From an optimization exercise on the open Yosys and OpenROAD flow, aimed at small area and a short achievable clock period; shortcuts taken in it are not production practice. In this exercise RTL edits were held to simulation tests only and were not proved equivalent to the original.

run A:
## ntt4point
module ntt4point(
    input clk, rst,
    input [15:0] in0, in1, in2, in3,
    output [15:0] out0, out1, out2, out3
);
For scale: ~52 flip-flops, roughly 130 I/O pins, ~11000 um2 of cells after synthesis.
export LEC_CHECK = 0
export CAP_MARGIN = 20
export CORE_MARGIN = 2
export CORE_UTILIZATION = 60
export PLACE_DENSITY = 0.8
export SLEW_MARGIN = 20
export SYNTH_ARGS = -noabc
export SYNTH_KEEP_MODULES = ntt_fa
export BUFFER_PORTS_ARGS = -buffer_cell sky130_fd_sc_hd__buf_1
export CTS_BUF_LIST = sky130_fd_sc_hd__clkbuf_8
export SETUP_SLACK_MARGIN = 39.2
create_clock -name core_clock -period 60.0 [get_ports {clk}]
standard.sh (not shown) runs the stock make flow with config.mk's settings and CLKGATE_MAP_FILE= SYNTH_SCRIPT=/design/flow/synth_recipe.tcl, a recipe that flattens the netlist after the stock synthesis.
==> flow/flow/run.sh <==
#!/bin/bash
set -euo pipefail
cd "$(dirname "$0")/.."
cat >> config.mk <<'EOC'
export SYNTH_ARGS = -noabc
export SYNTH_KEEP_MODULES = ntt_fa
export DONT_USE_CELLS += sky130_fd_sc_hd__ha_1
export BUFFER_PORTS_ARGS = -buffer_cell sky130_fd_sc_hd__buf_1
export CTS_BUF_LIST = sky130_fd_sc_hd__clkbuf_8
export SETUP_SLACK_MARGIN = 39.2
EOC
bash standard.sh > standard_flow.log 2>&1
> inputs changed (run A -> run B)
==> flow/run.sh (new file) <==
#!/bin/bash
# synth_recipe.tcl (not shown) runs the flow's synth.tcl, then flattens the netlist and writes it again
# the make line also repeats each setting of config.mk as NAME=value (left out here)
make -C /OpenROAD-flow-scripts/flow DESIGN_CONFIG=/design/flow/config.mk WORK_HOME=/design/flow/orfs CLKGATE_MAP_FILE= SYNTH_SCRIPT=/design/flow/synth_recipe.tcl finish
==> flow/config.mk <==
export PLATFORM = sky130hd
export DESIGN_NAME = ntt4point
export DESIGN_NICKNAME = ntt4point
export VERILOG_FILES = /design/flow/design.v
export SDC_FILE = /design/flow/constraint.sdc
export NUM_CORES = 4
export LEC_CHECK = 0
export CAP_MARGIN = 20
export CORE_MARGIN = 2
export CORE_UTILIZATION = 60
export CTS_BUF_LIST = sky130_fd_sc_hd__clkbuf_8
export PLACE_DENSITY = 0.8
export SETUP_SLACK_MARGIN = 5
export SLEW_MARGIN = 20
removed: flow/flow/run.sh
removed: flow/standard.sh
### Flow results
Starting DRC count in detailed routing ends up higher on run B. Run B | status: complete | timing, DRC, antenna: pass. Run B: die area is about 13% higher than what run A reported. Fraction of synthesized cell area in xor and xnor cells: run B < run A.
Setup changes, run B to run C
==> flow/flow/run.sh (new file) <==
#!/bin/bash
set -euo pipefail
cd "$(dirname "$0")/.."
cat >> config.mk <<'EOC'
export SYNTH_ARGS = -noabc
export SYNTH_KEEP_MODULES = ntt_fa
export DONT_USE_CELLS += sky130_fd_sc_hd__ha_1
export BUFFER_PORTS_ARGS = -buffer_cell sky130_fd_sc_hd__buf_1
export CTS_BUF_LIST = sky130_fd_sc_hd__clkbuf_8
export SETUP_SLACK_MARGIN = 39.0
export TNS_END_PERCENT = 0
EOC
bash standard.sh > standard_flow.log 2>&1
==> flow/standard.sh (new file) <==
#!/bin/bash
# synth_recipe.tcl (not shown) runs the flow's synth.tcl, then flattens the netlist and writes it again
# the make line also repeats each setting of config.mk as NAME=value (left out here)
make -C /OpenROAD-flow-scripts/flow DESIGN_CONFIG=/design/flow/config.mk WORK_HOME=/design/flow/orfs CLKGATE_MAP_FILE= SYNTH_SCRIPT=/design/flow/synth_recipe.tcl "${@:-finish}"
--- a/flow/config.mk
+++ b/flow/config.mk
@@ -8,7 +8,11 @@
 export CAP_MARGIN = 20
 export CORE_MARGIN = 2
-export CORE_UTILIZATION = 60
+export CORE_UTILIZATION = 40
+export SLEW_MARGIN = 20
+export SYNTH_ARGS = -noabc
+export SYNTH_KEEP_MODULES = ntt_fa
+export DONT_USE_CELLS += sky130_fd_sc_hd__ha_1
+export BUFFER_PORTS_ARGS = -buffer_cell sky130_fd_sc_hd__buf_1
 export CTS_BUF_LIST = sky130_fd_sc_hd__clkbuf_8
-export PLACE_DENSITY = 0.8
-export SETUP_SLACK_MARGIN = 5
-export SLEW_MARGIN = 20
+export SETUP_SLACK_MARGIN = 39.0
+export TNS_END_PERCENT = 0
removed: flow/run.sh
Notes after the runs:
Of the two values seen for end point of the critical path, r0[5] was produced by run B and r0[7] by run C.
Diff run B -> run C: synthesized cell count went down by 24%; sequential share of layout area picked up an extra 1.1 points; post-layout net count decreased 387.
The CTS clock-pin slew for the worst setup and hold paths of run C and that of run B are within noise of each other.
Final critical-path setup slack: run C vs run B up 950 ps
In the tables for run C and run B, wire length on met3 reads higher with run B.
Input-level comparison between run D and run C:
--- a/flow/flow/run.sh
+++ b/flow/flow/run.sh
@@ -9,5 +9,4 @@
 export CTS_BUF_LIST = sky130_fd_sc_hd__clkbuf_8
 export SETUP_SLACK_MARGIN = 39.0
-export TNS_END_PERCENT = 0
 EOC
 bash standard.sh > standard_flow.log 2>&1
--- a/flow/config.mk
+++ b/flow/config.mk
@@ -8,5 +8,6 @@
 export CAP_MARGIN = 20
 export CORE_MARGIN = 2
-export CORE_UTILIZATION = 40
+export CORE_UTILIZATION = 60
+export PLACE_DENSITY = 0.8
 export SLEW_MARGIN = 20
 export SYNTH_ARGS = -noabc
@@ -16,3 +17,2 @@
 export CTS_BUF_LIST = sky130_fd_sc_hd__clkbuf_8
 export SETUP_SLACK_MARGIN = 39.0
-export TNS_END_PERCENT = 0
==> comparison <==
In run D, data arrival time at the worst-slack endpoint is lower than in run C.
The inputs of run E differ from those of run D as listed below.
--- a/flow/config.mk
+++ b/flow/config.mk
@@ -8,6 +8,5 @@
 export CAP_MARGIN = 20
 export CORE_MARGIN = 2
-export CORE_UTILIZATION = 60
-export PLACE_DENSITY = 0.8
+export CORE_UTILIZATION = 40
 export SLEW_MARGIN = 20
 export SYNTH_ARGS = -noabc
==> summary.txt <==
- In the metrics for run E and run D, the one carrying the lower sequential share of layout area is run E.
- Ratio of final minimum period to clock period essentially unchanged between run D and run E.
- When run E is measured against run D, its area enclosed by the die boundary turns out about 50% higher.
- Run E vs. run D: final area went up by about 2%.
The inputs of run F differ from those of run E as listed below.
--- a/flow/flow/run.sh
+++ b/flow/flow/run.sh
@@ -9,4 +9,5 @@
 export CTS_BUF_LIST = sky130_fd_sc_hd__clkbuf_8
 export SETUP_SLACK_MARGIN = 39.0
+export GPL_TIMING_DRIVEN = 1
 EOC
 bash standard.sh > standard_flow.log 2>&1
--- a/flow/config.mk
+++ b/flow/config.mk
@@ -16,2 +16,3 @@
 export CTS_BUF_LIST = sky130_fd_sc_hd__clkbuf_8
 export SETUP_SLACK_MARGIN = 39.0
+export GPL_TIMING_DRIVEN = 1
--- outcome ---
Compared with run E, in run F non-clock buffer count barely changed, fraction of standard cell area that is sequential barely changed, detailed router's first-iteration violation count barely changed. From run E to run F the numbers moved as follows: area of all placed cells without fillers now sits at about the same level. ~same fraction of layout instances using a drive strength above 1 in run E and run F.

[static timing again, ports no longer ideal]
No port has a modelled driver above. Below, the same layouts with a new extraction and two added sets of constraints. Step 1 assumes that a clkbuf_16 drives the clock port and a buf_2 every other input. Step 2 times the ports against the registers' clock, not the clock port: input delays grow and output delays shrink by t, the midpoint of the rising clock arrivals with the driver on. a / b / c = no drivers / after step 1 / after step 2; a / b = the first two.
| run | shift t [ns] | slack for setup (ns) | worst setup path after step 2 | worst slew at a driven data input, ns | pins driven straight from the clock port |
|---|---|---|---|---|---|
| run A | 0.344 | 39.491 / 39.472 / 39.128 | input to register | 0.07 | 1 |
| run B | 0.341 | 38.370 / 38.375 / 38.034 | input to register | 0.04 | 1 |
| run C | 0.353 | 39.325 / 39.316 / 38.962 | input to register | 0.08 | 1 |
| run D | 0.344 | 39.336 / 39.348 / 39.004 | input to register | 0.07 | 1 |
| run E | 0.354 | 39.393 / 39.375 / 39.021 | input to register | 0.09 | 1 |
| run F | 0.354 | 39.393 / 39.375 / 39.021 | input to register | 0.09 | 1 |
After both steps every run listed still meets setup and hold.
